This design comes from an exercise in tuning for small area on the open sky130 flow, not from production work.
The RTL was checked by simulation tests, not by an equivalence proof against the original design.
Power and IR drop assume default switching activity.

==> sierra: inputs <==
==> flow/design.v (excerpt) <==
module router_top(
    input clk,resetn,
    input read_en_0,read_en_1,read_en_2,
    input pkt_valid,
    input [7:0]data_in,
    output [7:0]data_out_0,data_out_1,data_out_2,
    output valid_out_0,valid_out_1,valid_out_2,
    output err,busy
    );
==> module fifo, before the edit <==
module fifo (
    input clk,
    resetn,
    soft_reset,
    input read_en,
    write_en,
    input header_flag,
    input [7:0] data_in,
    output reg [7:0] data_out,
    output empty,
    full
);
  reg [143:0] mem;
  reg [4:0] occ;
  reg count_zero;
  reg [5:0] count_m1;
  wire rst = ~resetn | soft_reset;
  assign empty = occ[4];
  assign full  = ~occ[4] & (&occ[3:0]);
  wire wr = write_en & ~full;
  wire rd = read_en & ~empty;
  wire [15:0] sel = 16'b1 << occ[3:0];
  reg [8:0] head;
  integer k;
  always @(*) begin
    head = 9'b0;
    for (k = 0; k < 16; k = k + 1)
      head = head | (mem[k*9 +: 9] & {9{sel[k]}});
  end
  always @(posedge clk) begin
    if (rst) occ <= 5'b11111;
    else if (wr & ~rd) occ <= occ + 5'd1;
    else if (rd & ~wr) occ <= occ - 5'd1;
  end
  wire load = wr & ~rst;
  wire hold = ~wr & ~rst;
  always @(posedge clk) begin
    mem <= ({144{load}} & {mem[134:0], header_flag, data_in}) | ({144{hold}} & mem);
  end
  wire flag1 = count_zero & (|data_out);
  always @(posedge clk) begin
    if (rst) data_out <= 8'b0;
    else if (flag1) data_out <= 8'b0;
    else if (rd) data_out <= head[7:0];
  end
  always @(posedge clk) begin
    if (rst) count_zero <= 1'b1;
    else if (rd) begin
      if (head[8]) begin
        count_zero <= 1'b0;
        count_m1 <= head[7:2];
      end else if (~count_zero) begin
        if (count_m1 == 6'd0) count_zero <= 1'b1;
        else count_m1 <= count_m1 - 6'd1;
      end
    end
  end
endmodule
export LEC_CHECK = 0
export CAP_MARGIN = 10
export CORE_MARGIN = 2
export CORE_UTILIZATION = 75
export PLACE_DENSITY = 0.85
export SLEW_MARGIN = 10
create_clock -name core_clock -period 5.0 [get_ports {clk}]
standard.sh (not shown) runs the stock make flow with config.mk's settings and CLKGATE_MAP_FILE= SYNTH_SCRIPT=/design/flow/synth_recipe.tcl, a recipe that flattens the netlist after the stock synthesis.
==> flow/flow/run.sh <==
#!/bin/bash
# The standard layout (standard.sh), with these changes:
#  - synthesis: the standard flow's script, but ABC maps with flow/abc_area.script
#    (area recovery in &nf); everything before and after ABC, and so every
#    register, is as in the standard synthesis;
#  - clock tree: clkbuf_16 leaf buffers in clusters of up to 25 flip-flops,
#    without dummy loads;
#  - port buffers: buf_1.
set -euo pipefail
HERE=$(pwd)
sed "s#source \$::env(SCRIPTS_DIR)/synth_preamble.tcl#source \$::env(SCRIPTS_DIR)/synth_preamble.tcl\nset abc_args [lreplace \$abc_args 1 1 $HERE/flow/abc_area.script]#" \
  "$FLOW_HOME/scripts/synth.tcl" > synth_abc.tcl
sed "s#source \$::env(SCRIPTS_DIR)/synth.tcl#source $HERE/synth_abc.tcl#" synth_recipe.tcl > synth_recipe_abc.tcl
sed "s#SYNTH_SCRIPT=[^ ]*#SYNTH_SCRIPT=$HERE/synth_recipe_abc.tcl#" standard.sh > standard_abc.sh
export CTS_ARGS="-sink_clustering_enable -repair_clock_nets -dont_use_dummy_load -sink_clustering_size 16 -sink_clustering_max_diameter 60 -buf_list sky130_fd_sc_hd__clkbuf_8"
export BUFFER_PORTS_ARGS="-buffer_cell sky130_fd_sc_hd__buf_1"
bash standard_abc.sh > standard.log 2>&1
==> flow/flow/abc_area.script <==
&get -n
&st
&dch
&nf -R 1000 -p -F 8 -A 4 -C 32
&put
mfs3 -ae
==> inputs of lagoon, as changes to sierra <==
--- a/flow/design.v
+++ b/flow/design.v
@@ -1,44 +1,40 @@
 module fifo (
     input clk,
     resetn,
     soft_reset,
     input read_en,
     write_en,
-    input header_flag,
+    input lfd_state,
     input [7:0] data_in,
     output reg [7:0] data_out,
     output empty,
     full
 );
   reg [143:0] mem;
   reg [4:0] occ;
+  reg delay_lfd;
   reg count_zero;
   reg [5:0] count_m1;
   wire rst = ~resetn | soft_reset;
   assign empty = occ[4];
   assign full  = ~occ[4] & (&occ[3:0]);
   wire wr = write_en & ~full;
   wire rd = read_en & ~empty;
-  wire [15:0] sel = 16'b1 << occ[3:0];
-  reg [8:0] head;
-  integer k;
-  always @(*) begin
-    head = 9'b0;
-    for (k = 0; k < 16; k = k + 1)
-      head = head | (mem[k*9 +: 9] & {9{sel[k]}});
+  wire [8:0] head = mem[occ[3:0]*9 +: 9];
+  always @(posedge clk) begin
+    if (rst) delay_lfd <= 1'b0;
+    else delay_lfd <= lfd_state;
   end
   always @(posedge clk) begin
     if (rst) occ <= 5'b11111;
     else if (wr & ~rd) occ <= occ + 5'd1;
     else if (rd & ~wr) occ <= occ - 5'd1;
   end
-  wire load = wr & ~rst;
-  wire hold = ~wr & ~rst;
   always @(posedge clk) begin
-    mem <= ({144{load}} & {mem[134:0], header_flag, data_in}) | ({144{hold}} & mem);
+    if (wr) mem <= {mem[134:0], delay_lfd, data_in};
   end
   wire flag1 = count_zero & (|data_out);
   always @(posedge clk) begin
     if (rst) data_out <= 8'b0;
     else if (flag1) data_out <= 8'b0;
     else if (rd) data_out <= head[7:0];
@@ -67,22 +63,20 @@
     full_2,
     empty_0,
     empty_1,
     empty_2,
     detect_add,
     write_en_reg,
-    lfd_state,
     input [1:0] data_in,
     output valid_out_0,
     valid_out_1,
     valid_out_2,
     output reg soft_reset_0,
     output reg soft_reset_1,
     output reg soft_reset_2,
     output reg fifo_full,
-    output reg header_flag,
     output reg [2:0] write_en
 );
   reg [1:0] add;
   reg [4:0] timer_0, timer_1, timer_2;
   localparam [4:0] T_START = 5'd1, T_END = 5'd8;
   always @(posedge clk) begin
@@ -102,24 +96,12 @@
       2'b00:   fifo_full = full_0;
       2'b01:   fifo_full = full_1;
       2'b10:   fifo_full = full_2;
       default: fifo_full = 1'b0;
     endcase
   end
-  reg soft_reset_sel;
-  always @(*) begin
-    case (add)
-      2'b00:   soft_reset_sel = soft_reset_0;
-      2'b01:   soft_reset_sel = soft_reset_1;
-      default: soft_reset_sel = soft_reset_2;
-    endcase
-  end
-  always @(posedge clk) begin
-    if (~resetn) header_flag <= 1'b0;
-    else header_flag <= lfd_state & ~soft_reset_sel;
-  end
   assign valid_out_0 = ~empty_0;
   assign valid_out_1 = ~empty_1;
   assign valid_out_2 = ~empty_2;
   always @(posedge clk) begin
     if (~resetn) begin
       soft_reset_0 <= 1'b0;
@@ -299,13 +281,12 @@
     output err,busy
     );
     wire wire_soft_reset_0, wire_soft_reset_1, wire_soft_reset_2;
     wire [2:0]wire_write_en;
     wire [7:0]wire_register_data_out;
     wire wire_lfd_state;
-    wire wire_header_flag;
     wire wire_empty_0,wire_empty_1,wire_empty_2;
     wire wire_full_0,wire_full_1,wire_full_2;
     wire wire_fifo_full;
     wire wire_parity_done;
     wire wire_detect_add;
     wire wire_write_en_reg;
@@ -315,37 +296,37 @@
     fifo fifo_0 (
         .clk(clk),
         .resetn(resetn),
         .soft_reset(wire_soft_reset_0),
         .read_en(read_en_0),
         .write_en(wire_write_en[0]),
-        .header_flag(wire_header_flag),
+        .lfd_state(wire_lfd_state),
         .data_in(wire_register_data_out),
         .data_out(data_out_0),
         .empty(wire_empty_0),
         .full(wire_full_0)
     );
     fifo fifo_1 (
         .clk(clk),
         .resetn(resetn),
         .soft_reset(wire_soft_reset_1),
         .read_en(read_en_1),
         .write_en(wire_write_en[1]),
-        .header_flag(wire_header_flag),
+        .lfd_state(wire_lfd_state),
         .data_in(wire_register_data_out),
         .data_out(data_out_1),
         .empty(wire_empty_1),
         .full(wire_full_1)
     );
     fifo fifo_2 (
         .clk(clk),
         .resetn(resetn),
         .soft_reset(wire_soft_reset_2),
         .read_en(read_en_2),
         .write_en(wire_write_en[2]),
-        .header_flag(wire_header_flag),
+        .lfd_state(wire_lfd_state),
         .data_in(wire_register_data_out),
         .data_out(data_out_2),
         .empty(wire_empty_2),
         .full(wire_full_2)
     );
     synchronizer sync (
@@ -359,22 +340,20 @@
         .full_2(wire_full_2),
         .empty_0(wire_empty_0),
         .empty_1(wire_empty_1),
         .empty_2(wire_empty_2),
         .detect_add(wire_detect_add),
         .write_en_reg(wire_write_en_reg),
-        .lfd_state(wire_lfd_state),
         .data_in(data_in[1:0]),
         .valid_out_0(valid_out_0),
         .valid_out_1(valid_out_1),
         .valid_out_2(valid_out_2),
         .soft_reset_0(wire_soft_reset_0),
         .soft_reset_1(wire_soft_reset_1),
         .soft_reset_2(wire_soft_reset_2),
         .fifo_full(wire_fifo_full),
-        .header_flag(wire_header_flag),
         .write_en(wire_write_en)
     ); 
         fsm fsm_ (
             .clk(clk),
             .resetn(resetn),
             .pkt_valid(pkt_valid),
==> flow/run.sh (new file) <==
#!/bin/bash
# synth_recipe.tcl (not shown) runs the flow's synth.tcl, then flattens the netlist and writes it again
# the make line also repeats each setting of config.mk as NAME=value (left out here)
make -C /OpenROAD-flow-scripts/flow DESIGN_CONFIG=/design/flow/config.mk WORK_HOME=/design/flow/orfs CLKGATE_MAP_FILE= SYNTH_SCRIPT=/design/flow/synth_recipe.tcl finish
- CAP_MARGIN: 10 -> 20
- CORE_UTILIZATION: 75 -> 40
- CTS_BUF_LIST: not set -> sky130_fd_sc_hd__clkbuf_16
- CTS_CLUSTER_DIAMETER: not set -> 100
- CTS_CLUSTER_SIZE: not set -> 25
- PLACE_DENSITY: 0.85 -> not set
- SLEW_MARGIN: 10 -> 20
removed: flow/flow/run.sh
removed: flow/flow/abc_area.script
removed: flow/standard.sh
==> inputs of violet, as changes to sierra <==
--- a/flow/design.v
+++ b/flow/design.v
@@ -16,29 +16,20 @@
   reg [5:0] count_m1;
   wire rst = ~resetn | soft_reset;
   assign empty = occ[4];
   assign full  = ~occ[4] & (&occ[3:0]);
   wire wr = write_en & ~full;
   wire rd = read_en & ~empty;
-  wire [15:0] sel = 16'b1 << occ[3:0];
-  reg [8:0] head;
-  integer k;
-  always @(*) begin
-    head = 9'b0;
-    for (k = 0; k < 16; k = k + 1)
-      head = head | (mem[k*9 +: 9] & {9{sel[k]}});
-  end
+  wire [8:0] head = mem[occ[3:0]*9 +: 9];
   always @(posedge clk) begin
     if (rst) occ <= 5'b11111;
     else if (wr & ~rd) occ <= occ + 5'd1;
     else if (rd & ~wr) occ <= occ - 5'd1;
   end
-  wire load = wr & ~rst;
-  wire hold = ~wr & ~rst;
   always @(posedge clk) begin
-    mem <= ({144{load}} & {mem[134:0], header_flag, data_in}) | ({144{hold}} & mem);
+    if (wr) mem <= {mem[134:0], header_flag, data_in};
   end
   wire flag1 = count_zero & (|data_out);
   always @(posedge clk) begin
     if (rst) data_out <= 8'b0;
     else if (flag1) data_out <= 8'b0;
     else if (rd) data_out <= head[7:0];
==> flow/flow/abc_area.script (replaced) <==
&get -n
&st
&dch
&nf -R 1000 -p -F 8 -A 4 -C 32
&st
&syn2
&if -g -K 6
&synch2
&nf -R 1000 -p -F 8 -A 4 -C 32
&st
&syn2
&if -g -K 6
&synch2
&nf -R 1000 -p -F 8 -A 4 -C 32
&put
- CAP_MARGIN: 10 -> 0
- CORE_UTILIZATION: 75 -> 80
- PLACE_DENSITY: 0.85 -> 0.88
- SLEW_MARGIN: 10 -> 0
==> inputs of cedar, as changes to sierra <==
--- a/flow/design.v
+++ b/flow/design.v
@@ -1,44 +1,40 @@
 module fifo (
     input clk,
     resetn,
     soft_reset,
     input read_en,
     write_en,
-    input header_flag,
+    input lfd_state,
     input [7:0] data_in,
     output reg [7:0] data_out,
     output empty,
     full
 );
   reg [143:0] mem;
   reg [4:0] occ;
+  reg delay_lfd;
   reg count_zero;
   reg [5:0] count_m1;
   wire rst = ~resetn | soft_reset;
   assign empty = occ[4];
   assign full  = ~occ[4] & (&occ[3:0]);
   wire wr = write_en & ~full;
   wire rd = read_en & ~empty;
-  wire [15:0] sel = 16'b1 << occ[3:0];
-  reg [8:0] head;
-  integer k;
-  always @(*) begin
-    head = 9'b0;
-    for (k = 0; k < 16; k = k + 1)
-      head = head | (mem[k*9 +: 9] & {9{sel[k]}});
+  wire [8:0] head = mem[occ[3:0]*9 +: 9];
+  always @(posedge clk) begin
+    if (rst) delay_lfd <= 1'b0;
+    else delay_lfd <= lfd_state;
   end
   always @(posedge clk) begin
     if (rst) occ <= 5'b11111;
     else if (wr & ~rd) occ <= occ + 5'd1;
     else if (rd & ~wr) occ <= occ - 5'd1;
   end
-  wire load = wr & ~rst;
-  wire hold = ~wr & ~rst;
   always @(posedge clk) begin
-    mem <= ({144{load}} & {mem[134:0], header_flag, data_in}) | ({144{hold}} & mem);
+    if (wr) mem <= {mem[134:0], delay_lfd, data_in};
   end
   wire flag1 = count_zero & (|data_out);
   always @(posedge clk) begin
     if (rst) data_out <= 8'b0;
     else if (flag1) data_out <= 8'b0;
     else if (rd) data_out <= head[7:0];
@@ -67,22 +63,20 @@
     full_2,
     empty_0,
     empty_1,
     empty_2,
     detect_add,
     write_en_reg,
-    lfd_state,
     input [1:0] data_in,
     output valid_out_0,
     valid_out_1,
     valid_out_2,
     output reg soft_reset_0,
     output reg soft_reset_1,
     output reg soft_reset_2,
     output reg fifo_full,
-    output reg header_flag,
     output reg [2:0] write_en
 );
   reg [1:0] add;
   reg [4:0] timer_0, timer_1, timer_2;
   localparam [4:0] T_START = 5'd1, T_END = 5'd8;
   always @(posedge clk) begin
@@ -102,24 +96,12 @@
       2'b00:   fifo_full = full_0;
       2'b01:   fifo_full = full_1;
       2'b10:   fifo_full = full_2;
       default: fifo_full = 1'b0;
     endcase
   end
-  reg soft_reset_sel;
-  always @(*) begin
-    case (add)
-      2'b00:   soft_reset_sel = soft_reset_0;
-      2'b01:   soft_reset_sel = soft_reset_1;
-      default: soft_reset_sel = soft_reset_2;
-    endcase
-  end
-  always @(posedge clk) begin
-    if (~resetn) header_flag <= 1'b0;
-    else header_flag <= lfd_state & ~soft_reset_sel;
-  end
   assign valid_out_0 = ~empty_0;
   assign valid_out_1 = ~empty_1;
   assign valid_out_2 = ~empty_2;
   always @(posedge clk) begin
     if (~resetn) begin
       soft_reset_0 <= 1'b0;
@@ -299,13 +281,12 @@
     output err,busy
     );
     wire wire_soft_reset_0, wire_soft_reset_1, wire_soft_reset_2;
     wire [2:0]wire_write_en;
     wire [7:0]wire_register_data_out;
     wire wire_lfd_state;
-    wire wire_header_flag;
     wire wire_empty_0,wire_empty_1,wire_empty_2;
     wire wire_full_0,wire_full_1,wire_full_2;
     wire wire_fifo_full;
     wire wire_parity_done;
     wire wire_detect_add;
     wire wire_write_en_reg;
@@ -315,37 +296,37 @@
     fifo fifo_0 (
         .clk(clk),
         .resetn(resetn),
         .soft_reset(wire_soft_reset_0),
         .read_en(read_en_0),
         .write_en(wire_write_en[0]),
-        .header_flag(wire_header_flag),
+        .lfd_state(wire_lfd_state),
         .data_in(wire_register_data_out),
         .data_out(data_out_0),
         .empty(wire_empty_0),
         .full(wire_full_0)
     );
     fifo fifo_1 (
         .clk(clk),
         .resetn(resetn),
         .soft_reset(wire_soft_reset_1),
         .read_en(read_en_1),
         .write_en(wire_write_en[1]),
-        .header_flag(wire_header_flag),
+        .lfd_state(wire_lfd_state),
         .data_in(wire_register_data_out),
         .data_out(data_out_1),
         .empty(wire_empty_1),
         .full(wire_full_1)
     );
     fifo fifo_2 (
         .clk(clk),
         .resetn(resetn),
         .soft_reset(wire_soft_reset_2),
         .read_en(read_en_2),
         .write_en(wire_write_en[2]),
-        .header_flag(wire_header_flag),
+        .lfd_state(wire_lfd_state),
         .data_in(wire_register_data_out),
         .data_out(data_out_2),
         .empty(wire_empty_2),
         .full(wire_full_2)
     );
     synchronizer sync (
@@ -359,22 +340,20 @@
         .full_2(wire_full_2),
         .empty_0(wire_empty_0),
         .empty_1(wire_empty_1),
         .empty_2(wire_empty_2),
         .detect_add(wire_detect_add),
         .write_en_reg(wire_write_en_reg),
-        .lfd_state(wire_lfd_state),
         .data_in(data_in[1:0]),
         .valid_out_0(valid_out_0),
         .valid_out_1(valid_out_1),
         .valid_out_2(valid_out_2),
         .soft_reset_0(wire_soft_reset_0),
         .soft_reset_1(wire_soft_reset_1),
         .soft_reset_2(wire_soft_reset_2),
         .fifo_full(wire_fifo_full),
-        .header_flag(wire_header_flag),
         .write_en(wire_write_en)
     ); 
         fsm fsm_ (
             .clk(clk),
             .resetn(resetn),
             .pkt_valid(pkt_valid),
--- a/flow/flow/run.sh
+++ b/flow/flow/run.sh
@@ -9,9 +9,9 @@
 set -euo pipefail
 HERE=$(pwd)
 sed "s#source \$::env(SCRIPTS_DIR)/synth_preamble.tcl#source \$::env(SCRIPTS_DIR)/synth_preamble.tcl\nset abc_args [lreplace \$abc_args 1 1 $HERE/flow/abc_area.script]#" \
   "$FLOW_HOME/scripts/synth.tcl" > synth_abc.tcl
 sed "s#source \$::env(SCRIPTS_DIR)/synth.tcl#source $HERE/synth_abc.tcl#" synth_recipe.tcl > synth_recipe_abc.tcl
 sed "s#SYNTH_SCRIPT=[^ ]*#SYNTH_SCRIPT=$HERE/synth_recipe_abc.tcl#" standard.sh > standard_abc.sh
-export CTS_ARGS="-sink_clustering_enable -repair_clock_nets -dont_use_dummy_load -sink_clustering_size 16 -sink_clustering_max_diameter 60 -buf_list sky130_fd_sc_hd__clkbuf_8"
+export CTS_ARGS="-sink_clustering_enable -repair_clock_nets -dont_use_dummy_load -sink_clustering_size 25 -sink_clustering_max_diameter 100 -buf_list sky130_fd_sc_hd__clkbuf_16"
 export BUFFER_PORTS_ARGS="-buffer_cell sky130_fd_sc_hd__buf_1"
 bash standard_abc.sh > standard.log 2>&1
==> flow/flow/abc_area.script (replaced) <==
&get -n
&st
&dch
&nf -R 1000
&st
&syn2
&if -g -K 6
&synch2
&nf -R 1000
&st
&syn2
&if -g -K 6
&synch2
&nf -R 1000
&put
- CAP_MARGIN: 10 -> 20
- CORE_UTILIZATION: 75 -> 65
- PLACE_DENSITY: 0.85 -> 0.75
- SLEW_MARGIN: 10 -> 20
==> comparison <==
- The lowest global-route usage belongs to lagoon, the highest to sierra.
- Hold slack: violet is lower than cedar (0.0094 ns).
- Of lagoon and cedar, lagoon has the higher clock power (gap 13%, measured against cedar).
- Of cedar and sierra, cedar has the higher die area (gap 23%, measured against sierra).

## re-timing with driven ports
Ports are ideal in the flow. The routed layouts listed here were re-timed in OpenROAD.
Step 1 sets driving cells, clkbuf_16 on the clock port and buf_2 on the other inputs (assumed; they add their load-dependent delay and slew).
Step 2 adds t to the input delays and takes it off the output delays; t is the mean of the earliest and latest rising clock arrival at the registers after step 1. Input paths then give back, and output paths get back, about the clock's delay inside the block.
Three values: no drivers, after step 1, after step 2; two values: the first two.
run	t, ns	setup WS [ns]	latest minus earliest clock arrival (ns)	worst data-port slew with drivers (ns)
sierra	0.605	1.540 / 1.540 / 1.540	0.038 / 0.039	0.04
lagoon	0.624	1.824 / 1.852 / 1.228	0.021 / 0.022	0.04
violet	0.609	1.652 / 1.652 / 1.652	0.074 / 0.073	0.08
cedar	0.610	1.754 / 1.754 / 1.632	0.025 / 0.024	0.07
After both steps every run listed still meets setup and hold. The setup slack of lagoon, which loses most, moves by +0.028 ns with the drivers and by -0.596 ns with both steps.
